This is an optimization exercise on Yosys and OpenROAD, whose aim is small area, not a production implementation.
Only simulation tests tie the RTL to the original design; equivalence was not proved.
No activity file was given, so power comes from the tool's default toggle rates.

--- flow/constraint.sdc ---
create_clock -name core_clock -period 10.0 [get_ports {clk}]
set_input_delay 2.0000 -clock core_clock [delete_from_list [all_inputs] [get_ports {clk}]]
set_output_delay 2.0000 -clock core_clock [all_outputs]
set_load 0.01 [all_outputs]
--- flow/standard.sh ---
#!/bin/bash
# synth_recipe.tcl (not shown) runs the flow's synth.tcl, then flattens the netlist and writes it again
# the make line also repeats each setting of config.mk as NAME=value (left out here)
make -C /OpenROAD-flow-scripts/flow DESIGN_CONFIG=/design/flow/config.mk WORK_HOME=/design/flow/orfs CLKGATE_MAP_FILE= SYNTH_SCRIPT=/design/flow/synth_recipe.tcl "${@:-finish}"
--- flow/flow/run.sh ---
#!/bin/bash
# Layout flow: the standard synthesis, then an area-oriented re-mapping of the
# combinational logic with ABC (registers untouched: same cells, same names), then
# the standard layout with every port buffered by a buf_1.
set -euo pipefail
WORK=$(pwd)
FLOW=$WORK/flow
R=$WORK/orfs/results/$FLOW_PLATFORM/SignToText/base
LIB=$FLOW_HOME/platforms/$FLOW_PLATFORM/lib/sky130_fd_sc_hd__tt_025C_1v80.lib
YOSYS=yosys
[ -x "$FLOW_HOME/../tools/install/yosys/bin/yosys" ] && YOSYS=$FLOW_HOME/../tools/install/yosys/bin/yosys

# 1. standard synthesis
bash standard.sh synth > $WORK/1_standard_synth.log 2>&1

# 2. re-map the combinational logic
cp $R/1_2_yosys.v $WORK/1_2_yosys_standard.v
python3 $FLOW/libmodels.py $LIB > $WORK/comb_models.v
cat > $WORK/remap.abc <<EOA
&get -n; &st; &deepsyn -T 60; &dch -f; &nf -R 1000 -p -F 10 -A 6; &put
EOA
cat > $WORK/remap.ys <<EOY
read_liberty -lib $LIB
read_verilog -overwrite $WORK/comb_models.v
read_verilog $WORK/1_2_yosys_standard.v
hierarchy -check -top $FLOW_TOP
flatten
techmap
opt -purge
abc -liberty $LIB -dont_use sky130_fd_sc_hd__probe_p_8 -dont_use sky130_fd_sc_hd__probec_p_8 -dont_use *lpflow* -script $WORK/remap.abc
read_liberty -lib -overwrite $LIB
opt_clean -purge
hilomap -singleton -hicell sky130_fd_sc_hd__conb_1 HI -locell sky130_fd_sc_hd__conb_1 LO
splitnets
opt_clean -purge
tee -o $WORK/remap_stat.txt stat -liberty $LIB
check -assert -mapped
write_verilog -noattr -nohex -nodec $WORK/1_2_yosys_remapped.v
EOY
$YOSYS -s $WORK/remap.ys > $WORK/2_remap_yosys.log 2>&1
cp $WORK/1_2_yosys_remapped.v $R/1_2_yosys.v
rm -f $R/1_synth.odb $R/1_synth.sdc

# 3. standard layout from the re-mapped netlist
bash standard.sh BUFFER_PORTS_ARGS="-buffer_cell sky130_fd_sc_hd__buf_1" CTS_ARGS="-sink_clustering_enable -repair_clock_nets -buf_list sky130_fd_sc_hd__clkbuf_8 -dont_use_dummy_load" finish > $WORK/3_standard_layout.log 2>&1
--- flow/config.mk ---
export PLATFORM = sky130hd
export DESIGN_NAME = SignToText
export DESIGN_NICKNAME = SignToText
export VERILOG_FILES = /design/flow/design.v
export SDC_FILE = /design/flow/constraint.sdc
export NUM_CORES = 4
export LEC_CHECK = 0
export CAP_MARGIN = 20
export CORE_MARGIN = 2
export CORE_UTILIZATION = 40
export SLEW_MARGIN = 20
--- flow/flow/libmodels.py ---
# Write Verilog models for the combinational cells of a liberty file (one output pin with a function).
import re, sys
lib = open(sys.argv[1]).read()
out = []
for m in re.finditer(r'\n\s*cell\s*\(\s*"?(\w+)"?\s*\)\s*\{', lib):
    name = m.group(1)
    # find the cell body by brace matching
    i = m.end(); depth = 1
    while depth:
        c = lib[i]
        if c == '{': depth += 1
        elif c == '}': depth -= 1
        i += 1
    body = lib[m.end():i]
    if re.search(r'\b(ff|latch|statetable)\s*\(', body): continue
    pins = re.findall(r'pin\s*\(\s*"?(\w+)"?\s*\)\s*\{(.*?)\n\s{8}\}', body, re.S)
    ins, outs = [], []
    for pn, pb in pins:
        d = re.search(r'direction\s*:\s*"?(\w+)"?', pb)
        if not d: continue
        if d.group(1) == 'input': ins.append(pn)
        elif d.group(1) == 'output':
            f = re.search(r'function\s*:\s*"([^"]*)"', pb)
            if f: outs.append((pn, f.group(1)))
    if not outs or not ins: continue
    ports = ins + [o for o, _ in outs]
    lines = [f"(* keep_hierarchy = 0 *) module {name}(" + ", ".join(ports) + ");"]
    lines += [f"  input {p};" for p in ins]
    for o, f in outs:
        e = f.replace('!', '~').replace('+', '|').replace('*', '&')
        e = re.sub(r'\)\s*\(', ') & (', e)
        e = re.sub(r'(\w)\s+(\w)', r'\1 & \2', e)
        e = re.sub(r'(\w)\s+(\w)', r'\1 & \2', e)
        e = re.sub(r'\)\s+(\w|~|\()', r') & \1', e)
        e = re.sub(r'(\w)\s+(\(|~)', r'\1 & \2', e)
        lines.append(f"  output {o};\n  assign {o} = {e};")
    lines.append("endmodule")
    out.append("\n".join(lines))
print("\n".join(out))
--- flow/design.v ---
module RGBtoYCbCr(red_ch, green_ch, blue_ch, skin_q, clk, rst);
   input        clk, rst;
   input  [7:0] red_ch, green_ch, blue_ch;
   output reg   skin_q;
   wire [6:0] r = red_ch[6:0];
   wire [6:0] g = green_ch[6:0];
   wire [7:0] b = blue_ch;
   wire [8:0] u = r + {g, 1'b0};
   wire [9:0] t = b + {b, 1'b0};
   wire s_1 = 1'b1 ^ ~u[0];
   wire s_2 = 1'b1 & ~u[0];
   wire s_3 = s_2 ^ 1'b1 ^ ~u[1];
   wire s_4 = (s_2 & 1'b1) | (s_2 & ~u[1]) | (1'b1 & ~u[1]);
   wire s_5 = s_4 ^ ~u[2];
   wire s_6 = s_4 & ~u[2];
   wire s_7 = s_6 ^ 1'b1 ^ ~u[3];
   wire s_8 = (s_6 & 1'b1) | (s_6 & ~u[3]) | (1'b1 & ~u[3]);
   wire s_9 = s_8 ^ ~u[4];
   wire s_10 = s_8 & ~u[4];
   wire s_11 = s_10 ^ ~u[5];
   wire s_12 = s_10 & ~u[5];
   wire s_13 = s_12 ^ ~u[6];
   wire s_14 = s_12 & ~u[6];
   wire s_15 = s_14 ^ 1'b1 ^ ~u[7];
   wire s_16 = (s_14 & 1'b1) | (s_14 & ~u[7]) | (1'b1 & ~u[7]);
   wire s_17 = s_16 ^ 1'b1 ^ ~u[8];
   wire s_18 = (s_16 & 1'b1) | (s_16 & ~u[8]) | (1'b1 & ~u[8]);
   wire s_19 = s_1 ^ t[0];
   wire s_20 = s_1 & t[0];
   wire s_21 = s_3 ^ t[1] ^ s_20;
   wire s_22 = (s_3 & t[1]) | (s_3 & s_20) | (t[1] & s_20);
   wire s_23 = s_5 ^ t[2] ^ s_22;
   wire s_24 = (s_5 & t[2]) | (s_5 & s_22) | (t[2] & s_22);
   wire s_25 = s_7 ^ t[3] ^ s_24;
   wire s_26 = (s_7 & t[3]) | (s_7 & s_24) | (t[3] & s_24);
   wire s_27 = s_9 ^ t[4] ^ s_26;
   wire s_28 = (s_9 & t[4]) | (s_9 & s_26) | (t[4] & s_26);
   wire s_29 = s_11 ^ t[5] ^ s_28;
   wire s_30 = (s_11 & t[5]) | (s_11 & s_28) | (t[5] & s_28);
   wire s_31 = s_13 ^ t[6] ^ s_30;
   wire s_32 = (s_13 & t[6]) | (s_13 & s_30) | (t[6] & s_30);
   wire s_33 = s_15 ^ t[7] ^ s_32;
   wire s_34 = (s_15 & t[7]) | (s_15 & s_32) | (t[7] & s_32);
   wire s_35 = s_17 ^ t[8] ^ s_34;
   wire s_36 = (s_17 & t[8]) | (s_17 & s_34) | (t[8] & s_34);
   wire s_37 = t[9] ^ s_18 ^ s_36;
   wire s_38 = (t[9] & s_18) | (t[9] & s_36) | (s_18 & s_36);
   wire s_39 = 1'b1 ^ s_38;
   wire s_40 = ~s_19 | 1'b1;
   wire s_41 = ~s_21 | s_40;
   wire s_42 = ~s_23 & s_41;
   wire s_43 = ~s_25 & s_42;
   wire s_44 = ~s_27 & s_43;
   wire s_45 = ~s_29 & s_44;
   wire s_46 = ~s_31 | s_45;
   wire s_47 = ~s_33 & s_46;
   wire s_48 = ~s_35 | s_47;
   wire s_49 = ~s_37 & s_48;
   wire s_50 = ~s_39 & s_49;
   wire s_51 = ~t[6] ^ b[1];
   wire s_52 = ~t[6] & b[1];
   wire s_53 = s_52 ^ 1'b1 ^ ~t[7];
   wire s_54 = (s_52 & 1'b1) | (s_52 & ~t[7]) | (1'b1 & ~t[7]);
   wire s_55 = b[2] ^ r[6];
   wire s_56 = b[2] & r[6];
   wire s_57 = s_56 ^ s_54 ^ 1'b1;
   wire s_58 = (s_56 & s_54) | (s_56 & 1'b1) | (s_54 & 1'b1);
   wire s_59 = ~t[8] ^ b[3];
   wire s_60 = ~t[8] & b[3];
   wire s_61 = s_60 ^ s_58 ^ 1'b1;
   wire s_62 = (s_60 & s_58) | (s_60 & 1'b1) | (s_58 & 1'b1);
   wire s_63 = 1'b1 ^ ~t[2];
   wire s_64 = 1'b1 & ~t[2];
   wire s_65 = s_64 ^ ~t[3];
   wire s_66 = s_64 & ~t[3];
   wire s_67 = s_66 ^ ~t[4] ^ r[3];
   wire s_68 = (s_66 & ~t[4]) | (s_66 & r[3]) | (~t[4] & r[3]);
   wire s_69 = s_68 ^ ~t[5] ^ b[0];
   wire s_70 = (s_68 & ~t[5]) | (s_68 & b[0]) | (~t[5] & b[0]);
   wire s_71 = r[4] ^ u[1];
   wire s_72 = r[4] & u[1];
   wire s_73 = s_72 ^ s_70 ^ r[5];
   wire s_74 = (s_72 & s_70) | (s_72 & r[5]) | (s_70 & r[5]);
   wire s_75 = u[0] ^ u[2] ^ ~u[4];
   wire s_76 = (u[0] & u[2]) | (u[0] & ~u[4]) | (u[2] & ~u[4]);
   wire s_77 = s_76 ^ s_74 ^ u[1];
   wire s_78 = (s_76 & s_74) | (s_76 & u[1]) | (s_74 & u[1]);
   wire s_79 = u[3] ^ ~u[5] ^ ~u[7];
   wire s_80 = (u[3] & ~u[5]) | (u[3] & ~u[7]) | (~u[5] & ~u[7]);
   wire s_81 = s_80 ^ s_78 ^ u[2];
   wire s_82 = (s_80 & s_78) | (s_80 & u[2]) | (s_78 & u[2]);
   wire s_83 = u[4] ^ ~u[6] ^ ~u[8];
   wire s_84 = (u[4] & ~u[6]) | (u[4] & ~u[8]) | (~u[6] & ~u[8]);
   wire s_85 = s_84 ^ s_82 ^ ~t[9];
   wire s_86 = (s_84 & s_82) | (s_84 & ~t[9]) | (s_82 & ~t[9]);
   wire s_87 = b[4] ^ u[3] ^ u[5];
   wire s_88 = (b[4] & u[3]) | (b[4] & u[5]) | (u[3] & u[5]);
   wire s_89 = s_88 ^ s_86 ^ s_62;
   wire s_90 = (s_88 & s_86) | (s_88 & s_62) | (s_86 & s_62);
   wire s_91 = 1'b1 ^ b[5] ^ u[4];
   wire s_92 = (1'b1 & b[5]) | (1'b1 & u[4]) | (b[5] & u[4]);
   wire s_93 = s_92 ^ s_90;
   wire s_94 = s_92 & s_90;
   wire s_95 = 1'b1 ^ ~t[1];
   wire s_96 = 1'b1 & ~t[1];
   wire s_97 = s_96 ^ r[1] ^ ~u[0];
   wire s_98 = (s_96 & r[1]) | (s_96 & ~u[0]) | (r[1] & ~u[0]);
   wire s_99 = s_98 ^ r[2] ^ ~u[1];
   wire s_100 = (s_98 & r[2]) | (s_98 & ~u[1]) | (r[2] & ~u[1]);
   wire s_101 = s_100 ^ u[0] ^ ~u[2];
   wire s_102 = (s_100 & u[0]) | (s_100 & ~u[2]) | (u[0] & ~u[2]);
   wire s_103 = s_102 ^ ~u[3] ^ ~u[5];
   wire s_104 = (s_102 & ~u[3]) | (s_102 & ~u[5]) | (~u[3] & ~u[5]);
   wire s_105 = s_104 ^ ~u[6] ^ s_51;
   wire s_106 = (s_104 & ~u[6]) | (s_104 & s_51) | (~u[6] & s_51);
   wire s_107 = s_106 ^ s_53 ^ s_55;
   wire s_108 = (s_106 & s_53) | (s_106 & s_55) | (s_53 & s_55);
   wire s_109 = s_108 ^ s_57 ^ s_59;
   wire s_110 = (s_108 & s_57) | (s_108 & s_59) | (s_57 & s_59);
   wire s_111 = s_110 ^ ~u[7] ^ s_61;
   wire s_112 = (s_110 & ~u[7]) | (s_110 & s_61) | (~u[7] & s_61);
   wire s_113 = s_112 ^ u[6] ^ ~u[8];
   wire s_114 = (s_112 & u[6]) | (s_112 & ~u[8]) | (u[6] & ~u[8]);
   wire s_115 = s_114 ^ b[6] ^ u[5];
   wire s_116 = (s_114 & b[6]) | (s_114 & u[5]) | (b[6] & u[5]);
   wire s_117 = s_116 ^ s_94 ^ b[7];
   wire s_118 = (s_116 & s_94) | (s_116 & b[7]) | (s_94 & b[7]);
   wire s_119 = r[0] ^ ~u[1];
   wire s_120 = r[0] & ~u[1];
   wire s_121 = s_120 ^ ~u[2] ^ s_63;
   wire s_122 = (s_120 & ~u[2]) | (s_120 & s_63) | (~u[2] & s_63);
   wire s_123 = s_122 ^ ~u[3] ^ s_65;
   wire s_124 = (s_122 & ~u[3]) | (s_122 & s_65) | (~u[3] & s_65);
   wire s_125 = s_124 ^ ~u[4] ^ s_67;
   wire s_126 = (s_124 & ~u[4]) | (s_124 & s_67) | (~u[4] & s_67);
   wire s_127 = s_126 ^ s_69 ^ s_71;
   wire s_128 = (s_126 & s_69) | (s_126 & s_71) | (s_69 & s_71);
   wire s_129 = s_128 ^ s_73 ^ s_75;
   wire s_130 = (s_128 & s_73) | (s_128 & s_75) | (s_73 & s_75);
   wire s_131 = s_130 ^ s_77 ^ s_79;
   wire s_132 = (s_130 & s_77) | (s_130 & s_79) | (s_77 & s_79);
   wire s_133 = s_132 ^ s_81 ^ s_83;
   wire s_134 = (s_132 & s_81) | (s_132 & s_83) | (s_81 & s_83);
   wire s_135 = s_134 ^ s_85 ^ s_87;
   wire s_136 = (s_134 & s_85) | (s_134 & s_87) | (s_85 & s_87);
   wire s_137 = s_136 ^ s_89 ^ s_91;
   wire s_138 = (s_136 & s_89) | (s_136 & s_91) | (s_89 & s_91);
   wire s_139 = s_138 ^ u[7] ^ s_93;
   wire s_140 = (s_138 & u[7]) | (s_138 & s_93) | (u[7] & s_93);
   wire s_141 = s_140 ^ u[6] ^ u[8];
   wire s_142 = (s_140 & u[6]) | (s_140 & u[8]) | (u[6] & u[8]);
   wire s_143 = s_142 ^ s_118;
   wire s_144 = s_142 & s_118;
   wire s_145 = s_144 ^ 1'b1;
   wire s_146 = s_144 & 1'b1;
   wire s_147 = ~u[0] & ~t[0];
   wire s_148 = (s_119 & s_95) | (s_119 & s_147) | (s_95 & s_147);
   wire s_149 = (s_121 & s_97) | (s_121 & s_148) | (s_97 & s_148);
   wire s_150 = (s_123 & s_99) | (s_123 & s_149) | (s_99 & s_149);
   wire s_151 = (s_125 & s_101) | (s_125 & s_150) | (s_101 & s_150);
   wire s_152 = (s_127 & s_103) | (s_127 & s_151) | (s_103 & s_151);
   wire s_153 = (s_129 & s_105) | (s_129 & s_152) | (s_105 & s_152);
   wire s_154 = (s_131 & s_107) | (s_131 & s_153) | (s_107 & s_153);
   wire s_155 = (s_133 & s_109) | (s_133 & s_154) | (s_109 & s_154);
   wire s_156 = (s_135 & s_111) | (s_135 & s_155) | (s_111 & s_155);
   wire s_157 = (s_137 & s_113) | (s_137 & s_156) | (s_113 & s_156);
   wire s_158 = (s_139 & s_115) | (s_139 & s_157) | (s_115 & s_157);
   wire s_159 = (s_141 & s_117) | (s_141 & s_158) | (s_117 & s_158);
   wire s_160 = (s_143 & u[7]) | (s_143 & s_159) | (u[7] & s_159);
   wire s_161 = (s_145 & u[8]) | (s_145 & s_160) | (u[8] & s_160);
   wire s_162 = 1'b1 ^ s_146 ^ s_161;
   wire s_163 = ~s_162;
   wire s_164 = 1'b1 ^ ~t[4];
   wire s_165 = 1'b1 & ~t[4];
   wire s_166 = s_165 ^ 1'b1 ^ ~t[5];
   wire s_167 = (s_165 & 1'b1) | (s_165 & ~t[5]) | (1'b1 & ~t[5]);
   wire s_168 = 1'b1 ^ ~t[0];
   wire s_169 = 1'b1 & ~t[0];
   wire s_170 = s_169 ^ ~t[1] ^ t[4];
   wire s_171 = (s_169 & ~t[1]) | (s_169 & t[4]) | (~t[1] & t[4]);
   wire s_172 = s_171 ^ ~t[2] ^ t[5];
   wire s_173 = (s_171 & ~t[2]) | (s_171 & t[5]) | (~t[2] & t[5]);
   wire s_174 = s_173 ^ ~t[3] ^ t[6];
   wire s_175 = (s_173 & ~t[3]) | (s_173 & t[6]) | (~t[3] & t[6]);
   wire s_176 = s_175 ^ t[7] ^ ~g[0];
   wire s_177 = (s_175 & t[7]) | (s_175 & ~g[0]) | (t[7] & ~g[0]);
   wire s_178 = g[3] ^ g[5];
   wire s_179 = g[3] & g[5];
   wire s_180 = s_179 ^ s_177 ^ t[8];
   wire s_181 = (s_179 & s_177) | (s_179 & t[8]) | (s_177 & t[8]);
   wire s_182 = ~g[1] ^ g[4] ^ g[6];
   wire s_183 = (~g[1] & g[4]) | (~g[1] & g[6]) | (g[4] & g[6]);
   wire s_184 = s_183 ^ s_181 ^ s_167;
   wire s_185 = (s_183 & s_181) | (s_183 & s_167) | (s_181 & s_167);
   wire s_186 = ~t[6] ^ t[9] ^ ~g[2];
   wire s_187 = (~t[6] & t[9]) | (~t[6] & ~g[2]) | (t[9] & ~g[2]);
   wire s_188 = s_187 ^ s_185 ^ ~t[7];
   wire s_189 = (s_187 & s_185) | (s_187 & ~t[7]) | (s_185 & ~t[7]);
   wire s_190 = t[3] ^ g[1];
   wire s_191 = t[3] & g[1];
   wire s_192 = s_191 ^ g[0] ^ g[2];
   wire s_193 = (s_191 & g[0]) | (s_191 & g[2]) | (g[0] & g[2]);
   wire s_194 = s_193 ^ g[1] ^ g[3];
   wire s_195 = (s_193 & g[1]) | (s_193 & g[3]) | (g[1] & g[3]);
   wire s_196 = s_195 ^ g[2] ^ g[4];
   wire s_197 = (s_195 & g[2]) | (s_195 & g[4]) | (g[2] & g[4]);
   wire s_198 = s_197 ^ r[0] ^ s_164;
   wire s_199 = (s_197 & r[0]) | (s_197 & s_164) | (r[0] & s_164);
   wire s_200 = s_199 ^ r[1] ^ s_166;
   wire s_201 = (s_199 & r[1]) | (s_199 & s_166) | (r[1] & s_166);
   wire s_202 = s_201 ^ g[5] ^ r[2];
   wire s_203 = (s_201 & g[5]) | (s_201 & r[2]) | (g[5] & r[2]);
   wire s_204 = s_203 ^ ~g[3] ^ g[6];
   wire s_205 = (s_203 & ~g[3]) | (s_203 & g[6]) | (~g[3] & g[6]);
   wire s_206 = s_205 ^ s_189 ^ ~t[8];
   wire s_207 = (s_205 & s_189) | (s_205 & ~t[8]) | (s_189 & ~t[8]);
   wire s_208 = s_207 ^ ~t[9];
   wire s_209 = s_207 & ~t[9];
   wire s_210 = s_209 ^ 1'b1;
   wire s_211 = s_209 & 1'b1;
   wire s_212 = t[2] ^ g[0];
   wire s_213 = t[2] & g[0];
   wire s_214 = s_213 ^ g[3] ^ s_168;
   wire s_215 = (s_213 & g[3]) | (s_213 & s_168) | (g[3] & s_168);
   wire s_216 = s_215 ^ g[4] ^ s_170;
   wire s_217 = (s_215 & g[4]) | (s_215 & s_170) | (g[4] & s_170);
   wire s_218 = s_217 ^ g[5] ^ s_172;
   wire s_219 = (s_217 & g[5]) | (s_217 & s_172) | (g[5] & s_172);
   wire s_220 = s_219 ^ g[6] ^ s_174;
   wire s_221 = (s_219 & g[6]) | (s_219 & s_174) | (g[6] & s_174);
   wire s_222 = s_221 ^ s_176 ^ s_178;
   wire s_223 = (s_221 & s_176) | (s_221 & s_178) | (s_176 & s_178);
   wire s_224 = s_223 ^ s_180 ^ s_182;
   wire s_225 = (s_223 & s_180) | (s_223 & s_182) | (s_180 & s_182);
   wire s_226 = s_225 ^ s_184 ^ s_186;
   wire s_227 = (s_225 & s_184) | (s_225 & s_186) | (s_184 & s_186);
   wire s_228 = s_227 ^ r[3] ^ s_188;
   wire s_229 = (s_227 & r[3]) | (s_227 & s_188) | (r[3] & s_188);
   wire s_230 = s_229 ^ ~g[4] ^ r[4];
   wire s_231 = (s_229 & ~g[4]) | (s_229 & r[4]) | (~g[4] & r[4]);
   wire s_232 = s_231 ^ ~g[5] ^ r[5];
   wire s_233 = (s_231 & ~g[5]) | (s_231 & r[5]) | (~g[5] & r[5]);
   wire s_234 = s_233 ^ ~g[6] ^ r[6];
   wire s_235 = (s_233 & ~g[6]) | (s_233 & r[6]) | (~g[6] & r[6]);
   wire s_236 = g[0] ^ t[0];
   wire s_237 = g[0] & t[0];
   wire s_238 = g[1] ^ t[1] ^ s_237;
   wire s_239 = (g[1] & t[1]) | (g[1] & s_237) | (t[1] & s_237);
   wire s_240 = s_212 ^ g[2] ^ s_239;
   wire s_241 = (s_212 & g[2]) | (s_212 & s_239) | (g[2] & s_239);
   wire s_242 = s_214 ^ s_190 ^ s_241;
   wire s_243 = (s_214 & s_190) | (s_214 & s_241) | (s_190 & s_241);
   wire s_244 = s_216 ^ s_192 ^ s_243;
   wire s_245 = (s_216 & s_192) | (s_216 & s_243) | (s_192 & s_243);
   wire s_246 = s_218 ^ s_194 ^ s_245;
   wire s_247 = (s_218 & s_194) | (s_218 & s_245) | (s_194 & s_245);
   wire s_248 = s_220 ^ s_196 ^ s_247;
   wire s_249 = (s_220 & s_196) | (s_220 & s_247) | (s_196 & s_247);
   wire s_250 = s_222 ^ s_198 ^ s_249;
   wire s_251 = (s_222 & s_198) | (s_222 & s_249) | (s_198 & s_249);
   wire s_252 = s_224 ^ s_200 ^ s_251;
   wire s_253 = (s_224 & s_200) | (s_224 & s_251) | (s_200 & s_251);
   wire s_254 = s_226 ^ s_202 ^ s_253;
   wire s_255 = (s_226 & s_202) | (s_226 & s_253) | (s_202 & s_253);
   wire s_256 = s_228 ^ s_204 ^ s_255;
   wire s_257 = (s_228 & s_204) | (s_228 & s_255) | (s_204 & s_255);
   wire s_258 = s_230 ^ s_206 ^ s_257;
   wire s_259 = (s_230 & s_206) | (s_230 & s_257) | (s_206 & s_257);
   wire s_260 = s_232 ^ s_208 ^ s_259;
   wire s_261 = (s_232 & s_208) | (s_232 & s_259) | (s_208 & s_259);
   wire s_262 = s_234 ^ s_210 ^ s_261;
   wire s_263 = (s_234 & s_210) | (s_234 & s_261) | (s_210 & s_261);
   wire s_264 = s_211 ^ s_235 ^ s_263;
   wire s_265 = (s_211 & s_235) | (s_211 & s_263) | (s_235 & s_263);
   wire s_266 = 1'b1 ^ s_265;
   wire s_267 = ~s_236 | 1'b1;
   wire s_268 = ~s_238 | s_267;
   wire s_269 = ~s_240 | s_268;
   wire s_270 = ~s_242 | s_269;
   wire s_271 = ~s_244 | s_270;
   wire s_272 = ~s_246 | s_271;
   wire s_273 = ~s_248 | s_272;
   wire s_274 = ~s_250 | s_273;
   wire s_275 = ~s_252 | s_274;
   wire s_276 = ~s_254 & s_275;
   wire s_277 = ~s_256 & s_276;
   wire s_278 = ~s_258 & s_277;
   wire s_279 = ~s_260 & s_278;
   wire s_280 = ~s_262 | s_279;
   wire s_281 = ~s_264 & s_280;
   wire s_282 = ~s_266 & s_281;
   wire skin = red_ch[7] & ~green_ch[7] & s_50 & s_163 & s_282;
   always @(posedge clk)
     if (rst) skin_q <= 1'b0;
     else     skin_q <= skin;
endmodule
module SkinDecider(skin_q, object_image, rst, clk);
   input      skin_q, rst, clk;
   output reg object_image;
   always @(posedge clk)
     if (rst) object_image <= 1'b0;
     else     object_image <= skin_q;
endmodule
module PalmIdentification(object_image,
			  palm_height_test,
			  start_of_palm_r,
			  start_of_palm_c,
			  end_of_palm_r,
			  end_of_palm_c,
			  palm_width,
			  palm_height,
			  TESTING_SWITCH,
			  row_count, col_count, palm_locked,
			  rst,clk);
   input        object_image;
   input  [7:0] palm_height_test;
   input        TESTING_SWITCH;
   input        rst, clk;
   output [7:0] start_of_palm_r, start_of_palm_c, end_of_palm_r, end_of_palm_c, palm_height, palm_width;
   output reg [7:0] row_count;
   output     [6:0] col_count;
   output reg   palm_locked;
   reg [7:0] start_r, end_r, width, height;
   reg [6:0] start_c, end_c, col;
   reg       found_start, found_end, innerbreak;
   assign start_of_palm_r = start_r;
   assign start_of_palm_c = {1'b0, start_c};
   assign end_of_palm_r   = end_r;
   assign end_of_palm_c   = {1'b0, end_c};
   assign palm_width      = width;
   assign palm_height     = height;
   assign col_count       = col;
   wire last_col = &{col[6:4], col[2:0]};
   wire [7:0] width_x1p5 = width + {1'b0, width[7:1]} + {7'd0, width[0]};
   always @(posedge clk) begin
      if (rst) begin
	 start_r <= 8'd0; start_c <= 7'd0;
	 end_r <= 8'd0;   end_c <= 7'd0;
	 width <= 8'd0;   height <= 8'd0;
	 found_start <= 1'b0; found_end <= 1'b0; innerbreak <= 1'b0;
	 palm_locked <= 1'b0;
	 row_count <= 8'd0; col <= 7'd0;
      end
      else begin
	 palm_locked <= innerbreak;
	 if (last_col) begin
	    col <= 7'd0;
	    row_count <= row_count + 8'd1;
	 end
	 else
	   col <= col + 7'd1;
	 if (!innerbreak) begin
	    if (object_image) begin
	       if (!found_start) begin
		  found_start <= 1'b1;
		  start_r <= row_count;
		  start_c <= col;
	       end
	       else begin
		  end_r <= row_count;
		  end_c <= col;
		  found_end <= 1'b1;
	       end
	    end
	    else if (found_end) begin
	       width <= {1'b0, end_c} - {1'b0, start_c};
	       if (width > 8'd17) begin
		  innerbreak <= 1'b1;
		  height <= TESTING_SWITCH ? palm_height_test : width_x1p5;
	       end
	       else begin
		  found_start <= 1'b0;
		  found_end <= 1'b0;
	       end
	    end
	 end
      end
   end
endmodule
module FingerIdentification(object_image,
                            palm_width,
                            palm_height,
                            start_of_palm_r,
                            start_of_palm_c,
                            end_of_palm_r,
                            end_of_palm_c,
                            row_count, col_count, palm_locked,
                            thumb_status,
                            index_status,
                            middle_status,
                            ring_status,
                            pinky_status,
                            rst,clk);
   input       object_image;
   input [7:0] palm_width, palm_height;
   input [7:0] start_of_palm_r, start_of_palm_c;
   input [7:0] end_of_palm_r, end_of_palm_c;
   input [7:0] row_count;
   input [6:0] col_count;
   input       palm_locked;
   input       rst, clk;
   output reg  thumb_status, index_status, middle_status, ring_status, pinky_status;
   reg [7:0] pinky_true, ring_true, middle_true, index_true, thumb_true;
   wire [7:0] w = palm_width, h = palm_height;
   wire [7:0] row = row_count;
   wire [7:0] col = {1'b0, col_count};
   function gt;
      input [7:0] a, b;
      integer i;
      reg c;
      begin
         c = 1'b0;
         for (i = 0; i < 8; i = i + 1)
           c = (a[i] & ~b[i]) | (c & (a[i] | ~b[i]));
         gt = c;
      end
   endfunction
   wire [7:0] box_bottom   = end_of_palm_r + h;
   wire [7:0] box_top      = box_bottom + h;
   wire [7:0] pinky_right  = end_of_palm_c - (w >> 2);
   wire [7:0] pinky_left   = pinky_right + w;
   wire [7:0] ring_left    = pinky_right - 8'd3;
   wire [7:0] index_right  = start_of_palm_c - 8'd12 - w;
   wire [7:0] thumb_right  = start_of_palm_c - 8'd10 - h;
   wire [6:0] sc = start_of_palm_c[6:0];
   wire signed [8:0] d  = {2'b00, col_count} - {2'b00, sc};         
   wire signed [9:0] e  = {d[8], d} - {3'b000, w[7:1]};              
   wire [7:0]        sh = {1'b0, sc} + {1'b0, w[7:1]};               
   wire signed [9:0] dr = {2'b00, row} - {2'b00, start_of_palm_r};   
   wire gt_middle_right = (sc >= 7'd12) && (d >= -9'sd11);
   wire lt_index_left   = (sc <  7'd12) || (d <= -9'sd13);
   wire lt_thumb_left   = (sc <  7'd10) || (d <= -9'sd11);
   wire gt_ring_right   = (sh >= 8'd5)   && (e >= -10'sd4);
   wire lt_middle_left  = (sh <= 8'd11)  || (e <= -10'sd13);
   wire gt_thumb_bottom = dr > 10'sd0;
   wire lt_thumb_top    = (start_of_palm_r < 8'd226) ? (dr < 10'sd30) : (dr < -10'sd226);
   wire active  = palm_locked && (w != 8'd0);
   wire rows4   = active && gt(row, box_bottom) && gt(box_top, row);
   wire pinky_in  = rows4 && gt(col, pinky_right)  && gt(pinky_left, col);
   wire ring_in   = rows4 && gt_ring_right         && gt(ring_left, col);
   wire middle_in = rows4 && gt_middle_right       && lt_middle_left;
   wire index_in  = rows4 && gt(col, index_right)  && lt_index_left;
   wire thumb_in  = active && gt_thumb_bottom && lt_thumb_top &&
                    gt(col, thumb_right) && lt_thumb_left;
   always @(posedge clk) begin
      if (rst) begin
         thumb_status <= 1'b0; index_status <= 1'b0; middle_status <= 1'b0;
         ring_status <= 1'b0;  pinky_status <= 1'b0;
         pinky_true <= 8'd0; ring_true <= 8'd0; middle_true <= 8'd0;
         index_true <= 8'd0; thumb_true <= 8'd0;
      end
      else begin
         if (pinky_in) begin
            if (object_image) pinky_true <= pinky_true + 8'd1;
            if (pinky_true > 8'd200) pinky_status <= 1'b1;
         end
         if (ring_in) begin
            if (object_image) ring_true <= ring_true + 8'd1;
            if (ring_true > 8'd250) ring_status <= 1'b1;
         end
         if (middle_in) begin
            if (object_image) middle_true <= middle_true + 8'd1;
            if (middle_true > 8'd250) middle_status <= 1'b1;
         end
         if (index_in) begin
            if (object_image) index_true <= index_true + 8'd1;
            if (index_true > 8'd250) index_status <= 1'b1;
         end
         if (thumb_in) begin
            if (object_image) thumb_true <= thumb_true + 8'd1;
            if (thumb_true > 8'd250) thumb_status <= 1'b1;
         end
      end
   end
endmodule
module SignIdentification(thumb_status,
			  index_status,
			  middle_status,
			  ring_status,
			  pinky_status,
			  sign_value,
			  rst,clk);
   input      thumb_status;
   input      index_status;
   input      middle_status;
   input      ring_status;
   input      pinky_status;
   output [3:0] sign_value;
   input 	rst, clk;
   reg [3:0]	sign_value;
   reg [4:0] 	finger_db;
   always @(posedge clk) begin
      if(rst) begin
	 sign_value <= 4'b0000;
	 finger_db <= 5'b00000;
      end
      else begin
	 finger_db <= {pinky_status, ring_status, middle_status, index_status, thumb_status};
	 case(finger_db)
	   5'b00010 : sign_value <= 1;
	   5'b00110 : sign_value <= 2;
  	   5'b00111 : sign_value <= 3;
	   5'b01111 : sign_value <= 4;
	   5'b11111 : sign_value <= 5;
	   5'b01110 : sign_value <= 6;
	   5'b10110 : sign_value <= 7;
	   5'b11010 : sign_value <= 8;
	   5'b11100 : sign_value <= 9;
	   default : sign_value <= 0;
	 endcase  
      end  
   end  
endmodule  
module SignToText(red_ch,
		  green_ch,
		  blue_ch,
		  palm_height_test,
		  TESTING_SWITCH,
		  sign_value,
		  thumb_status, index_status, middle_status, ring_status, pinky_status,
		  start_of_palm_r, start_of_palm_c,
		  end_of_palm_r, end_of_palm_c,
		  palm_width, palm_height,
		  clk,rst);
   input [7:0] red_ch, green_ch, blue_ch;
   input [7:0] palm_height_test;
   input       TESTING_SWITCH;
   output [3:0] sign_value;
   output       thumb_status, index_status, middle_status, ring_status, pinky_status;
   output [7:0] start_of_palm_r, start_of_palm_c, end_of_palm_r, end_of_palm_c;
   output [7:0] palm_width, palm_height;
   input        clk, rst;
   wire skin_q, object_image;
   wire [7:0] row_count;
   wire [6:0] col_count;
   wire palm_locked;
   RGBtoYCbCr dut_0 (.red_ch(red_ch), .green_ch(green_ch), .blue_ch(blue_ch),
		     .skin_q(skin_q), .rst(rst), .clk(clk));
   SkinDecider dut_1 (.skin_q(skin_q), .object_image(object_image),
		      .rst(rst), .clk(clk));
   PalmIdentification dut_2 (.object_image(object_image),
			     .palm_height_test(palm_height_test),
			     .start_of_palm_r(start_of_palm_r),
			     .start_of_palm_c(start_of_palm_c),
			     .end_of_palm_r(end_of_palm_r),
			     .end_of_palm_c(end_of_palm_c),
			     .palm_width(palm_width),
			     .palm_height(palm_height),
			     .TESTING_SWITCH(TESTING_SWITCH),
			     .row_count(row_count), .col_count(col_count),
			     .palm_locked(palm_locked),
			     .rst(rst),.clk(clk));
   FingerIdentification dut_3 (.object_image(object_image),
			       .palm_width(palm_width),
			       .palm_height(palm_height),
			       .start_of_palm_r(start_of_palm_r),
			       .start_of_palm_c(start_of_palm_c),
			       .end_of_palm_r(end_of_palm_r),
			       .end_of_palm_c(end_of_palm_c),
			       .row_count(row_count), .col_count(col_count),
			       .palm_locked(palm_locked),
			       .thumb_status(thumb_status),
			       .index_status(index_status),
			       .middle_status(middle_status),
			       .ring_status(ring_status),
			       .pinky_status(pinky_status),
			       .rst(rst),.clk(clk));
   SignIdentification dut_4(.thumb_status(thumb_status),
			    .index_status(index_status),
			    .middle_status(middle_status),
			    .ring_status(ring_status),
			    .pinky_status(pinky_status),
			    .sign_value(sign_value),
			    .rst(rst),.clk(clk));
endmodule
==> results of run 1 <==
[power breakdown]
group,total (mW),switching [mW],internal (mW),leakage (nW)
registers,0.488,0.00450,0.483,0.975
logic,0.554,0.312,0.242,2.70
clock network,0.321,0.172,0.149,0.122
[worst min-delay path by stage]
| stage | from | depth (start not counted) | endpoint |
|---|---|---|---|
| finish | dut_3.middle_true[7] | 1 | dut_3.middle_true[7] |
| CTS | dut_3.middle_true[7] | 1 | dut_3.middle_true[7] |
| detailed placement | dut_3.middle_true[7] | 1 | dut_3.middle_true[7] |
| global route | dut_3.ring_status | 2 | dut_4.finger_db[3] |
| global placement | dut_3.middle_true[7] | 1 | dut_3.middle_true[7] |
| floorplan | dut_0.skin_q | 1 | dut_1.object_image |
[worst max-delay path, delay by kind of cell]
kind | cells | cell delay [ns]
simple gates | 5 | 0.93
xor+xnor | 6 | 1.35
fa+ha+maj | 4 | 1.61
compound gates | 7 | 1.25
buf+inv | 2 | 0.81
[through the flow]
step	setup WS [ns]	instance area, um2	total power [mW]
final	2.37	10700	1.36
after global routing	1.87	10700	1.46
after CTS	2.39	10700	1.37
after detailed placement	1.94	10500	1.05
after global placement	2.12	10500	1.04
after floorplan	2.91	9690	0.941
[per-layer routing]
| metal | wire length [um] | up-vias |
|---|---|---|
| li1 | - | 4810 |
| met1 | 13000 | 4438 |
| met2 | 12000 | 180 |
| met3 | 878 | 34 |
| met4 | 444 | 0 |
| met5 | 0 | - |
[final cells by class]
type / instances / share of cell area
Clock buffer: 17 / 0.0218
Timing Repair Buffer: 97 / 0.0369
Tap cell: 319 / 0.0372
Inverter: 46 / 0.0161
Multi-Input combinational cell: 1113 / 0.662
Sequential cell: 121 / 0.226
[flip-flops by register name, indices dropped and copies added, names as in the netlist, 4 cells and up]
register	flops
dut_3.index_true	8
dut_2.start_c	7
dut_4.sign_value	4
dut_3.middle_true	8
dut_3.ring_true	8
dut_2.end_r	8
dut_4.finger_db	5
dut_3.pinky_true	8
dut_2.col	7
dut_2.height	8
dut_3.thumb_true	8
dut_2.start_r	8
dut_2.width	8
dut_2.row_count	8
dut_2.end_c	7
==> Flow_metrics.wiki, run 1 <==
{| class="wikitable"
! Metric !! Value
|-
| H-tree level count || 4
|-
| Number of fill cells || around 2500
|-
| Number of buffers inserted during clock tree synthesis || 17
|-
| Max transition margin || 0.329
|-
| Hold_buf cts || 0
|-
| Count of mapped cells out of synthesis || 1279
|-
| First-pass GRT wire length || between 40000 and 50000 um
|-
| Worst Path Max Fanout || 14
|-
| Post_cts resized || 0
|-
| Launching element of the worst setup path || blue_ch[1]
|-
| Vias after detailed routing || 9462
|-
| Kind of start point of the critical path || input port
|-
| Std cell rows || 56
|-
| Width of the die || ~160 um
|-
| Area Growth Syn to Fin || 10.8%
|-
| Vias in the first global route || 8622
|-
| Leakage Power || approximately 3.8 nW
|-
| Total core area || 23600 um2
|-
| Highest-delay cell along the critical path || xor2_1
|-
| Global Route met3 Usage || 0.0274
|-
| Final hold slack || 0.452 ns
|-
| Number of max-cap violations || 0
|-
| Longest individual stage delay on the worst path || around 0.56 ns
|-
| Pre-Repair DR Iteration Count || 5
|-
| Clock latency of the later-clocked register in the worst-skew pair || 0.44 ns
|-
| Reg clk slew, reported paths || 0.07 ns
|-
| Global routing's busiest layer || met2
|-
| Top Ports || roughly 90
|-
| Number of sinks driven by the clock tree || 121
|-
| CP arrival || between 7 and 8 ns
|-
| Worst R2R Path Depth || 27
|-
| Final cell utilization of the core || 0.454
|-
| Max-slew violation count || 0
|-
| R2R setup slack || approximately 4.1 ns
|-
| Critical path start-end classification || input port to flop
|-
| Overall fraction of global-route tracks in use || 0.205
|-
| Most common library cell in the layout ignoring fill and taps || xnor2_1
|-
| Worst min-delay path class || flop to flop
|-
| Setup skew after layout || between 0.03 and 0.04 ns
|-
| Max Root-Sink Buffers || 2
|-
| Endpoint of the most critical register-to-register path || dut_3.pinky_true[7]
|-
| Initial antenna violation count || 0
|-
| Yosys warning count || 5
|-
| Ratio of final minimum period to clock period || 0.763
|-
| Number of port buffers || 89
|-
| Total overflow reported by the global router || 0
|-
| Post-detailed-route count of antenna-violating nets || 0
|-
| Most frequent cells in the layout || xnor2_1 (153), nor2_1 (136), dfxtp_1 (121)
|-
| Power per unit of standard cell area || roughly 130 nW/um2
|-
| Status || complete, no violations
|-
| Unrepaired setup endpoints after global routing || false
|-
| Achievable frequency || 131 MHz
|-
| Final HPWL from detailed placement || between 15000 and 20000 um
|-
| Count of nets after finishing || 1431
|-
| Vertical die dimension || roughly 160 um
|-
| End of the critical path || dut_0.skin_q
|-
| Drt drc || 0
|-
| Mean instance size in the synthesized netlist || ~7.6 um2
|-
| Critical path capture point type || flop
|-
| Maximum resistive drop on vdd || around 0.073 mV
|-
| Critical Path Most Common Cell || xnor2_1
|-
| Met1 layer usage reported by global route || 0.281
|-
| Die Footprint || around 25000 um2
|-
| Postcts setup bufs || 0
|-
| Effective utilization at floorplan || 0.410
|-
| Routed wirelength normalized by instance count || ~15 um
|-
| Data required time at the worst endpoint || ~10 ns
|-
| Multi-input combinational cell area || 7100 um2
|-
| Total wire length || roughly 26000 um
|-
| Synthesized area || 9680 um2
|-
| Reg-to-Reg Start || dut_2.width[3]
|-
| Final sum of negative setup slack || 0 ns
|-
| Minimum period implied by the final worst setup slack || roughly 7.6 ns
|-
| Routability Congestion || ~0.86
|-
| Root Driver || clkbuf_8
|-
| Largest net degree at the start of global routing || 47
|-
| Endpoints failing hold || 0
|-
| Number of cells after detailed placement || about 1700
|-
| Register cell area after layout || 2420 um2
|-
| Met2 Usage GRT || 0.337
|-
| Via/cell ratio || 5.52
|-
| Transition at the pin with the smallest max-transition slack || between 0.9 and 1 ns
|-
| Antenna diode count || 0
|-
| Ratio of cells with drive above 1 in the final layout || 0.0194
|-
| First DRT Iteration DRCs || 738
|-
| CTS tree || done
|-
| Critical path cell sequence || buf_1 -> and2_0 -> nand2b_1 -> o21ai_0 -> xor2_1 -> clkinv_1 -> nand2_1 -> xnor2_1 -> xnor2_1 -> maj3_1 -> maj3_1 -> maj3_1 -> a32o_1 -> maj3_1 -> a21oi_1 -> o21ai_0 -> xnor2_1 -> xnor2_1 -> nor2_1 -> nor3_1 -> a21oi_1 -> xnor2_1 -> o21ai_0 -> a41oi_1
|-
| Final setup viols || 0
|-
| Final cell count without fillers || 1713
|}
==> inputs of run 2 (changes only) <==
--- a/flow/flow/run.sh
+++ b/flow/flow/run.sh
@@ -18,5 +18,5 @@
 python3 $FLOW/libmodels.py $LIB > $WORK/comb_models.v
 cat > $WORK/remap.abc <<EOA
-&get -n; &st; &deepsyn -T 60; &dch -f; &nf -R 1000 -p -F 10 -A 6; &put
+&get -n; &st; &deepsyn -T 120; &dch -f; &nf -R 1000 -p -F 10 -A 6; &put
 EOA
 cat > $WORK/remap.ys <<EOY
==> run 2 against run 1 <==
Largest power group unchanged; wire length stayed put; clock skew stayed put; combinational power hardly changed; total power stayed put; register-to-register slack hardly changed; first-iteration DRC count stayed put; still clean on timing, DRC and antenna.
==> Flow_metrics.wiki, run 2 <==
{| class="wikitable"
! Metric !! Value
|-
| Kind of start point of the critical path || input port
|-
| Setup skew after layout || 0.0302 ns (unchanged)
|-
| Max Root-Sink Buffers || 2 (unchanged)
|-
| Count of mapped cells out of synthesis || 1279 (unchanged)
|-
| First DRT Iteration DRCs || 738 (unchanged)
|-
| H-tree level count || 4 (unchanged)
|-
| Routed wirelength normalized by instance count || 15.4 um (unchanged)
|-
| Data required time at the worst endpoint || 10.34 ns (about the same)
|-
| Drt drc || 0 (unchanged)
|-
| Area Growth Syn to Fin || 10.8% (unchanged)
|-
| Total overflow reported by the global router || 0 (unchanged)
|-
| Reg clk slew, reported paths || 0.07 ns (about the same)
|-
| Width of the die || 160 um (unchanged)
|-
| CP arrival || 7.97 ns (about the same)
|-
| Critical path capture point type || flop
|-
| Largest net degree at the start of global routing || 47 (unchanged)
|-
| Critical path start-end classification || input port to flop
|-
| Worst R2R Path Depth || 27 (unchanged)
|-
| Overall fraction of global-route tracks in use || 0.205 (unchanged)
|-
| Endpoints failing hold || 0 (unchanged)
|-
| Total wire length || 26300 um (unchanged)
|-
| Minimum period implied by the final worst setup slack || 7.63 ns (unchanged)
|-
| Count of nets after finishing || 1431 (unchanged)
|-
| First-pass GRT wire length || 43200 um (unchanged)
|-
| Worst min-delay path class || flop to flop
|-
| Status || complete, no violations
|-
| Sink of the worst hold path || dut_3.middle_true[7]
|-
| Pre-Repair DR Iteration Count || 5 (unchanged)
|-
| Synthesized area || 9680 um2 (unchanged)
|-
| Yosys warning count || 5 (unchanged)
|-
| Vertical die dimension || 160 um (unchanged)
|-
| Clock latency of the later-clocked register in the worst-skew pair || 0.44 ns (about the same)
|-
| Maximum resistive drop on vdd || 0.0729 mV (unchanged)
|-
| Achievable frequency || 131 MHz (unchanged)
|-
| Ratio of final minimum period to clock period || 0.763 (unchanged)
|-
| Power per unit of standard cell area || 127 nW/um2 (unchanged)
|-
| Final sum of negative setup slack || 0 ns (unchanged)
|-
| Final HPWL from detailed placement || 19800 um (unchanged)
|-
| Max-slew violation count || 0 (unchanged)
|-
| Post_cts resized || 0 (unchanged)
|-
| Final setup viols || 0 (unchanged)
|-
| Number of buffers inserted during clock tree synthesis || 17 (unchanged)
|-
| Endpoint of the most critical register-to-register path || dut_3.pinky_true[7]
|-
| Vias after detailed routing || 9462 (unchanged)
|-
| Most frequent cells in the layout || xnor2_1 (153), nor2_1 (136), dfxtp_1 (121)
|-
| Std cell rows || 56 (unchanged)
|-
| Effective utilization at floorplan || 0.410 (unchanged)
|-
| Number of sinks driven by the clock tree || 121 (unchanged)
|-
| Total core area || 23600 um2 (unchanged)
|-
| Vias in the first global route || 8622 (unchanged)
|-
| Hold Startpoint || dut_3.middle_true[7]
|-
| Total power after layout || 1.36 mW (unchanged)
|-
| Top Ports || 92 (unchanged)
|-
| Unrepaired setup endpoints after global routing || false
|-
| Die Footprint || 25500 um2 (unchanged)
|-
| CTS tree || done
|-
| Worst Path Max Fanout || 14 (unchanged)
|-
| Max transition margin || 0.329 (unchanged)
|-
| Reg-to-Reg Start || dut_2.width[3]
|-
| Most common library cell in the layout ignoring fill and taps || xnor2_1
|-
| Number of port buffers || 89 (unchanged)
|-
| R2R setup slack || 4.05 ns (about the same)
|-
| Mean instance size in the synthesized netlist || 7.57 um2 (unchanged)
|-
| Number of max-cap violations || 0 (unchanged)
|-
| Worst hold path depth || 1 (unchanged)
|-
| Hold_buf cts || 0 (unchanged)
|-
| Transition at the pin with the smallest max-transition slack || 1.00 ns (unchanged)
|-
| Leakage Power || 3.80 nW (unchanged)
|-
| Antenna diode count || 0 (unchanged)
|-
| Root Driver || clkbuf_8
|-
| Ratio of cells with drive above 1 in the final layout || 0.0194 (unchanged)
|-
| Postcts setup bufs || 0 (unchanged)
|-
| Routability Congestion || 0.856 (unchanged)
|-
| Initial antenna violation count || 0 (unchanged)
|-
| Via/cell ratio || 5.52 (unchanged)
|-
| Post-detailed-route count of antenna-violating nets || 0 (unchanged)
|}
[run 2: final cells by class]
| class | count | area (um2) |
|---|---|---|
| repair buffers | 97 | 395 |
| well taps | 319 | 399 |
| clock buffers | 17 | 234 |
| multi-input cells | 1113 | 7100 |
| inverters | 46 | 173 |
| flip-flops and latches | 121 | 2420 |
| fillers | 2468 | 12900 |
[run 2: critical path, stage by stage]
cell and delay (ns):
buf_1 0.45, and2_0 0.27, nand2b_1 0.17, o21ai_0 0.11
xor2_1 0.56, clkinv_1 0.36, nand2_1 0.19, xnor2_1 0.14
xnor2_1 0.13, maj3_1 0.41, maj3_1 0.41, maj3_1 0.40
a32o_1 0.27, maj3_1 0.39, a21oi_1 0.24, o21ai_0 0.18
xnor2_1 0.25, xnor2_1 0.14, nor2_1 0.23, nor3_1 0.07
a21oi_1 0.18, xnor2_1 0.13, o21ai_0 0.10, a41oi_1 0.17
[run 2: routing by layer]
layer | track usage | part of all wire | vias to the layer above
li1 | - | - | 4810
met1 | 0.281 | 0.49 | 4438
met2 | 0.337 | 0.46 | 180
met3 | 0.0274 | 0.033 | 34
met4 | 0.0595 | 0.017 | 0
met5 | 0 | 0 | -
[run 2: worst max path at each step]
stage                start            to  slack (ns)  cells past startpoint
6_report        blue_ch[1]  dut_0.skin_q        2.37                     24
3_3_place_gp    blue_ch[1]  dut_0.skin_q        2.12                     24
2_1_floorplan  green_ch[1]  dut_0.skin_q        2.91                     19
4_1_cts         blue_ch[1]  dut_0.skin_q        2.39                     24
3_5_place_dp    blue_ch[1]  dut_0.skin_q        1.94                     24
5_1_grt         blue_ch[1]  dut_0.skin_q        1.87                     24
[run 2: report_power, final]
| group | internal (mW) | switching, mW | total [mW] |
|---|---|---|---|
| clock | 0.149 | 0.172 | 0.321 |
| sequential | 0.483 | 0.00450 | 0.488 |
| combinational | 0.242 | 0.312 | 0.554 |
| total | 0.875 | 0.488 | 1.36 |
[run 2: per-stage QoR]
stage | util | setup WS (ns) | hold slack (ns) | cells | area (um2)
after floorplan | - | 2.91 | 0.414 | 1280 | 9690
after global placement | 0.444 | 2.12 | 0.435 | 1696 | 10500
after CTS | 0.454 | 2.39 | 0.457 | 1713 | 10700
after global routing | 0.454 | 1.87 | 0.477 | 1713 | 10700
final | 0.454 | 2.37 | 0.452 | 1713 | 10700
after detailed placement | 0.444 | 1.94 | 0.445 | 1696 | 10500
==> inputs of run 3 (changes only) <==
--- a/flow/flow/run.sh
+++ b/flow/flow/run.sh
@@ -43,3 +43,3 @@
 
 # 3. standard layout from the re-mapped netlist
-bash standard.sh BUFFER_PORTS_ARGS="-buffer_cell sky130_fd_sc_hd__buf_1" CTS_ARGS="-sink_clustering_enable -repair_clock_nets -buf_list sky130_fd_sc_hd__clkbuf_8 -dont_use_dummy_load" finish > $WORK/3_standard_layout.log 2>&1
+bash standard.sh BUFFER_PORTS_ARGS="-buffer_cell sky130_fd_sc_hd__buf_1" CTS_ARGS="-sink_clustering_enable -repair_clock_nets -buf_list sky130_fd_sc_hd__clkbuf_4 -root_buf sky130_fd_sc_hd__clkbuf_8 -dont_use_dummy_load" finish > $WORK/3_standard_layout.log 2>&1
==> run 3 against run 2 <==
Still clean on timing, DRC and antenna; non-clock buffer count unchanged; hold slack better by 0.0058 ns; synthesized cell count unchanged; utilization down 0.42 points; largest cell class unchanged.
==> Flow_metrics.wiki, run 3 <==
{| class="wikitable"
! Metric !! Value
|-
| Status || complete, no violations
|-
| Top Ports || 92 (unchanged)
|-
| Routed wirelength normalized by instance count || 15.3 um (-0.40%)
|-
| Vias in the first global route || 8643 (+0.24%)
|-
| Maximum resistive drop on vdd || 0.0583 mV (-20%)
|-
| Power per unit of standard cell area || 121 nW/um2 (-4.9%)
|-
| Leakage Power || 3.76 nW (-1.1%)
|-
| H-tree level count || 4 (unchanged)
|-
| Achievable frequency || 131 MHz (-0.34%)
|-
| Max-slew violation count || 0 (unchanged)
|-
| Pre-Repair DR Iteration Count || 5 (unchanged)
|-
| Post_cts resized || 0 (unchanged)
|-
| Mean instance size in the synthesized netlist || 7.57 um2 (unchanged)
|-
| Fraction of power consumed by sequential logic || 0.379 (+0.021)
|-
| Final sum of negative setup slack || 0 ns (unchanged)
|-
| Vias after detailed routing || 9464 (+0.021%)
|-
| Power dissipated by switching net loads || 0.476 mW (-2.5%)
|-
| CTS tree || done
|-
| Hold_buf cts || 0 (unchanged)
|-
| CP arrival || 7.96 ns (about the same)
|-
| Routability Congestion || 0.856 (unchanged)
|-
| Die Footprint || 25500 um2 (unchanged)
|-
| Setup skew after layout || 0.0480 ns (+0.0177 ns)
|-
| Largest net degree at the start of global routing || 47 (unchanged)
|-
| Post-layout instance area || 10600 um2 (-0.93%)
|-
| Number of port buffers || 89 (unchanged)
|-
| Clk pwr share || 0.189 (-0.047)
|-
| Total overflow reported by the global router || 0 (unchanged)
|-
| Initial antenna violation count || 0 (unchanged)
|-
| Number of max-cap violations || 0 (unchanged)
|-
| Antenna diode count || 0 (unchanged)
|-
| Area Growth Syn to Fin || 9.74%
|-
| Synthesized area || 9680 um2 (unchanged)
|-
| Number of fill cells || 2466 (-0.081%)
|-
| Standard cell area after detailed placement || 10500 um2 (unchanged)
|-
| First-pass GRT wire length || 43200 um (about the same)
|-
| Most common library cell in the layout ignoring fill and taps || xnor2_1
|-
| Width of the die || 160 um (unchanged)
|-
| Ratio of final minimum period to clock period || 0.765 (+0.00259)
|-
| Internal Dissipation || 0.808 mW (-7.6%)
|-
| Count of mapped cells out of synthesis || 1279 (unchanged)
|-
| Final setup viols || 0 (unchanged)
|-
| Count of nets after finishing || 1431 (unchanged)
|-
| Max transition margin || 0.322 (-0.00623)
|-
| Clock latency of the later-clocked register in the worst-skew pair || 0.42 ns (-0.02 ns)
|-
| Worst min-delay path class || flop to flop
|-
| Minimum period implied by the final worst setup slack || 7.65 ns (+0.0259 ns)
|-
| Total wire length || 26200 um (-0.40%)
|-
| Number of buffers inserted during clock tree synthesis || 17 (unchanged)
|-
| Total core area || 23600 um2 (unchanged)
|-
| Effective utilization at floorplan || 0.410 (unchanged)
|-
| Overall fraction of global-route tracks in use || 0.205 (-0.000330)
|-
| Worst Path Max Fanout || 14 (unchanged)
|-
| Drt drc || 0 (unchanged)
|-
| Unrepaired setup endpoints after global routing || false
|-
| Critical path capture point type || flop
|-
| Endpoints failing hold || 0 (unchanged)
|-
| Vertical die dimension || 160 um (unchanged)
|-
| Critical path start-end classification || input port to flop
|-
| Reg clk slew, reported paths || 0.11 ns (+0.04 ns)
|-
| Switching power as a share of total power || 0.371 (+0.0125)
|-
| Ratio of cells with drive above 1 in the final layout || 0.0194 (unchanged)
|-
| Std cell rows || 56 (unchanged)
|-
| Number of sinks driven by the clock tree || 121 (unchanged)
|-
| Final HPWL from detailed placement || 19800 um (unchanged)
|-
| Max Root-Sink Buffers || 2 (unchanged)
|-
| Via/cell ratio || 5.52 (about the same)
|-
| First DRT Iteration DRCs || 677 (-8.3%)
|-
| Kind of start point of the critical path || input port
|-
| Postcts setup bufs || 0 (unchanged)
|-
| Most frequent cells in the layout || xnor2_1 (153), nor2_1 (136), dfxtp_1 (121)
|-
| Transition at the pin with the smallest max-transition slack || 1.01 ns (+0.00927 ns)
|-
| Combinational group share of total power || 0.432 (+0.026)
|-
| Yosys warning count || 5 (unchanged)
|-
| Data required time at the worst endpoint || 10.31 ns (-0.03 ns)
|-
| Root Driver || clkbuf_8
|-
| Post-detailed-route count of antenna-violating nets || 0 (unchanged)
|}
-- run 3: power by group through the flow --
| stage | sequential (mW) | combinational (mW) | clock (mW) |
|---|---|---|---|
| final | 0.487 | 0.554 | 0.243 |
| after floorplan | 0.497 | 0.444 | 0 |
| after CTS | 0.487 | 0.553 | 0.253 |
| after global routing | 0.488 | 0.619 | 0.275 |
| after detailed placement | 0.498 | 0.551 | 0 |
| after global placement | 0.498 | 0.538 | 0 |
-- run 3: metrics by stage --
stage / power [mW] / instances / hold slack, ns / utilization / setup WS (ns)
2_1_floorplan: 0.941 / 1280 / 0.414 / - / 2.91
3_3_place_gp: 1.04 / 1696 / 0.435 / 0.444 / 2.12
3_5_place_dp: 1.05 / 1696 / 0.445 / 0.444 / 1.94
4_1_cts: 1.29 / 1713 / 0.463 / 0.450 / 2.37
5_1_grt: 1.38 / 1713 / 0.483 / 0.450 / 1.85
6_report: 1.28 / 1713 / 0.458 / 0.450 / 2.35
-- run 3: final cells by class --
cell class / instances / area [um2] / share of cell area
timing repair buffer: 97 / 395 / 0.0372
inverter: 46 / 173 / 0.0163
sequential: 121 / 2420 / 0.228
multi-input combinational: 1113 / 7100 / 0.668
clock buffer: 17 / 134 / 0.0126
tap: 319 / 399 / 0.0376
-- run 3: critical path, cell delays in order --
cell and delay (ns):
buf_1 0.45, and2_0 0.27, nand2b_1 0.17, o21ai_0 0.11, xor2_1 0.56, clkinv_1 0.36, nand2_1 0.19, xnor2_1 0.14
xnor2_1 0.13, maj3_1 0.41, maj3_1 0.41, maj3_1 0.40, a32o_1 0.27, maj3_1 0.39, a21oi_1 0.24, o21ai_0 0.18
xnor2_1 0.25, xnor2_1 0.14, nor2_1 0.23, nor3_1 0.07, a21oi_1 0.18, xnor2_1 0.13, o21ai_0 0.10, a41oi_1 0.17
-- run 3: path summary, 6_finish.rpt --
kind / from / to / slack, ns / depth (start not counted)
max: blue_ch[1] / dut_0.skin_q / 2.35 / 24
min: dut_3.middle_true[7] / dut_3.middle_true[7] / 0.46 / 1
max reg2reg: dut_2.width[3] / dut_3.pinky_true[7] / 4.04 / 27
min reg2reg: dut_3.middle_true[7] / dut_3.middle_true[7] / 0.46 / 1
-- run 3: layer usage --
metal | track usage | wire length [um] | up-vias
met4 | 0.0587 | 419 | 0
met1 | 0.281 | 13000 | 4430
met3 | 0.0289 | 832 | 29
met2 | 0.335 | 11900 | 184
li1 | - | - | 4821
met5 | 0 | 0 | -
==> inputs of run 4 (changes only) <==
--- a/flow/design.v
+++ b/flow/design.v
@@ -453,21 +453,21 @@
          if (pinky_in) begin
             if (object_image) pinky_true <= pinky_true + 8'd1;
-            if (pinky_true > 8'd200) pinky_status <= 1'b1;
+            if (pinky_true == 8'd201) pinky_status <= 1'b1;
          end
          if (ring_in) begin
             if (object_image) ring_true <= ring_true + 8'd1;
-            if (ring_true > 8'd250) ring_status <= 1'b1;
+            if (ring_true == 8'd251) ring_status <= 1'b1;
          end
          if (middle_in) begin
             if (object_image) middle_true <= middle_true + 8'd1;
-            if (middle_true > 8'd250) middle_status <= 1'b1;
+            if (middle_true == 8'd251) middle_status <= 1'b1;
          end
          if (index_in) begin
             if (object_image) index_true <= index_true + 8'd1;
-            if (index_true > 8'd250) index_status <= 1'b1;
+            if (index_true == 8'd251) index_status <= 1'b1;
          end
          if (thumb_in) begin
             if (object_image) thumb_true <= thumb_true + 8'd1;
-            if (thumb_true > 8'd250) thumb_status <= 1'b1;
+            if (thumb_true == 8'd251) thumb_status <= 1'b1;
          end
       end
==> run 4 against run 3 <==
Combinational power up 4.0%; still clean on timing, DRC and antenna; critical endpoint unchanged; area after synthesis down 0.57%; count of clock-buffer cells in the layout unchanged; critical path type unchanged; sequential share of layout area about the same; flip-flop and latch count unchanged; design area down 0.19%; non-clock buffer count up 4; die area down 0.55%.
==> Flow_metrics.wiki, run 4 <==
{| class="wikitable"
! Metric !! Value
|-
| Std cell rows || 56 (unchanged)
|-
| Mean instance size in the synthesized netlist || 7.60 um2 (+0.37%)
|-
| Final HPWL from detailed placement || 19000 um (-3.8%)
|-
| Unrepaired setup endpoints after global routing || false
|-
| Routed wirelength normalized by instance count || 14.9 um (-2.5%)
|-
| Antenna diode count || 0 (unchanged)
|-
| Data required time at the worst endpoint || 10.31 ns (about the same)
|-
| Synthesized area || 9630 um2 (-0.57%)
|-
| Status || complete, no violations
|-
| Width of the die || 159 um (-0.28%)
|-
| Number of cells after detailed placement || 1688 (-0.47%)
|-
| Vertical die dimension || 159 um (-0.28%)
|-
| Most common library cell in the layout ignoring fill and taps || xnor2_1
|-
| Overall fraction of global-route tracks in use || 0.198 (-0.00701)
|-
| Post-detailed-route count of antenna-violating nets || 0 (unchanged)
|-
| Total power after layout || 1.31 mW (+1.6%)
|-
| Clock latency of the later-clocked register in the worst-skew pair || 0.43 ns (about the same)
|-
| Minimum period implied by the final worst setup slack || 8.00 ns (+0.352 ns)
|-
| Kind of start point of the critical path || input port
|-
| Final cell count without fillers || 1705 (-0.47%)
|-
| Final sum of negative setup slack || 0 ns (unchanged)
|-
| Routability Congestion || 0.870 (+1.7%)
|-
| Total wire length || 25500 um (-2.9%)
|-
| Count of mapped cells out of synthesis || 1267 (-0.94%)
|-
| Drt drc || 0 (unchanged)
|-
| First-pass GRT wire length || 42300 um (-2.1%)
|-
| Hold_buf cts || 0 (unchanged)
|-
| Worst R2R Path Depth || 23 (-15%)
|-
| Standard cell area after detailed placement || 10500 um2 (-0.23%)
|-
| Initial antenna violation count || 1 (+1)
|-
| CP arrival || 8.32 ns (+0.36 ns)
|-
| Effective utilization at floorplan || 0.409 (-0.00112)
|-
| Root Driver || clkbuf_8
|-
| Number of max-cap violations || 0 (unchanged)
|-
| Via/cell ratio || 5.49 (-0.57%)
|-
| Ratio of cells with drive above 1 in the final layout || 0.0238 (+0.00444)
|-
| Maximum resistive drop on vdd || 0.120 mV (+100%)
|-
| Area Growth Syn to Fin || 10.2%
|-
| Critical path capture point type || flop
|-
| Number of buffers inserted during clock tree synthesis || 17 (unchanged)
|-
| Max Root-Sink Buffers || 2 (unchanged)
|-
| H-tree level count || 4 (unchanged)
|-
| Largest net degree at the start of global routing || 47 (unchanged)
|-
| Most frequent cells in the layout || xnor2_1 (138), nor2_1 (130), dfxtp_1 (121)
|-
| Achievable frequency || 125 MHz (-4.4%)
|-
| Critical path start-end classification || input port to flop
|-
| Leakage Power || 3.77 nW (+0.40%)
|-
| Transition at the pin with the smallest max-transition slack || 1.04 ns (+0.0360 ns)
|-
| Worst hold path depth || 1 (unchanged)
|-
| R2R setup slack || 4.01 ns (-0.03 ns)
|-
| Die Footprint || 25300 um2 (-0.55%)
|-
| Final Worst Setup Slack || 2.00 ns (-0.352 ns)
|-
| Number of sinks driven by the clock tree || 121 (unchanged)
|-
| Max-slew violation count || 0 (unchanged)
|-
| Reg clk slew, reported paths || 0.08 ns (-0.03 ns)
|-
| Top Ports || 92 (unchanged)
|-
| Vias after detailed routing || 9366 (-1.0%)
|-
| Postcts setup bufs || 0 (unchanged)
|-
| Pre-Repair DR Iteration Count || 5 (unchanged)
|-
| Minimum setup slack after placement || 1.30 ns (-0.649 ns)
|-
| Post_cts resized || 0 (unchanged)
|-
| Vias in the first global route || 8544 (-1.1%)
|-
| Count of nets after finishing || 1423 (-0.56%)
|-
| Final setup viols || 0 (unchanged)
|-
| Ratio of final minimum period to clock period || 0.800 (+0.0352)
|-
| Worst min-delay path class || flop to flop
|-
| Total overflow reported by the global router || 0 (unchanged)
|-
| First DRT Iteration DRCs || 599 (-12%)
|-
| Number of port buffers || 89 (unchanged)
|-
| Post-layout instance area || 10600 um2 (-0.19%)
|-
| Endpoints failing hold || 0 (unchanged)
|-
| Worst Path Max Fanout || 17 (+3)
|-
| CTS tree || done
|-
| Setup skew after layout || 0.0567 ns (+0.00868 ns)
|-
| Power per unit of standard cell area || 123 nW/um2 (+1.8%)
|-
| Total core area || 23500 um2 (-0.30%)
|-
| Yosys warning count || 5 (unchanged)
|-
| Max transition margin || 0.303 (-0.0192)
|}
## run 4: stage by stage
stage | hold WS, ns | util
after floorplan | 0.414 | -
after global placement | 0.438 | 0.444
after detailed placement | 0.429 | 0.444
after CTS | 0.476 | 0.450
after global routing | 0.483 | 0.450
final | 0.471 | 0.450
## run 4: critical path: stages
cell and delay (ns):
buf_1 0.56, nor2_1 0.20, nor2_1 0.25, nand2_1 0.12, xnor2_2 0.59, nand2_1 0.12, nand4_1 0.12, o21ai_0 0.09
a211oi_1 0.30, clkinv_1 0.13, maj3_1 0.44, o21ai_0 0.32, a211oi_1 0.07, or3_1 0.43, o21a_1 0.21, maj3_1 0.40
xor2_1 0.16, or3_1 0.35, or2_0 0.21, o21ai_0 0.13, and2_0 0.20, nor2_1 0.07, xnor2_1 0.19, a21oi_1 0.06
a211oi_1 0.24, nor4b_1 0.09, nor4_1 0.25
## run 4: where the power goes
group / internal, mW / switching (mW)
clock network: 0.0832 / 0.159
logic: 0.260 / 0.316
registers: 0.483 / 0.00447
total: 0.826 / 0.479
## run 4: per-layer routing
layer  up-vias  GRT usage  routed length (um)  share of wire
met3        23     0.0328                1040          0.041
met1      4362      0.281               12700           0.50
met5         -          0                   0              0
li1       4795          -                   -              -
met4         0     0.0405                 291          0.011
met2       186      0.316               11400           0.45
## run 4: worst paths after layout
check	startpoint	endpoint
max reg2reg	dut_2.width[3]	dut_3.pinky_true[7]
max	blue_ch[1]	dut_0.skin_q
min	dut_0.skin_q	dut_1.object_image
min reg2reg	dut_0.skin_q	dut_1.object_image
## run 4: area by class of cell
| type | instances | area, um2 |
|---|---|---|
| fill | 2478 | 12900 |
| multi-input combinational | 1111 | 7090 |
| sequential | 121 | 2420 |
| timing repair buffer | 101 | 425 |
| tap | 319 | 399 |
| inverter | 36 | 135 |
| clock buffer | 17 | 134 |

[re-timing with driven ports]
No port has a modelled driver above. Below, the same layouts with a new extraction and two added sets of constraints.
Step 1 (the two cells are an assumption about what drives the block):
set clk [get_ports {clk}]
set_driving_cell -lib_cell sky130_fd_sc_hd__clkbuf_16 $clk
set_driving_cell -lib_cell sky130_fd_sc_hd__buf_2 [delete_from_list [all_inputs] $clk]
Step 2 also shifts input and output timing later by t, the mid clock arrival at the registers, as if the neighbouring blocks saw the same clock.
Three values: ideal, step 1, step 2; two values: the first two.
run | t, ns | slack for setup (ns) | worst data-port slew with drivers (ns) | cell pins on the clock port's net
run 1 | 0.459 | 2.373 / 2.388 / 1.930 | 0.04 | 1
run 2 | 0.459 | 2.373 / 2.388 / 1.930 | 0.04 | 1
run 3 | 0.434 | 2.347 / 2.366 / 1.932 | 0.04 | 1
run 4 | 0.439 | 1.995 / 2.006 / 1.568 | 0.04 | 1
After both steps every run listed still meets setup and hold.
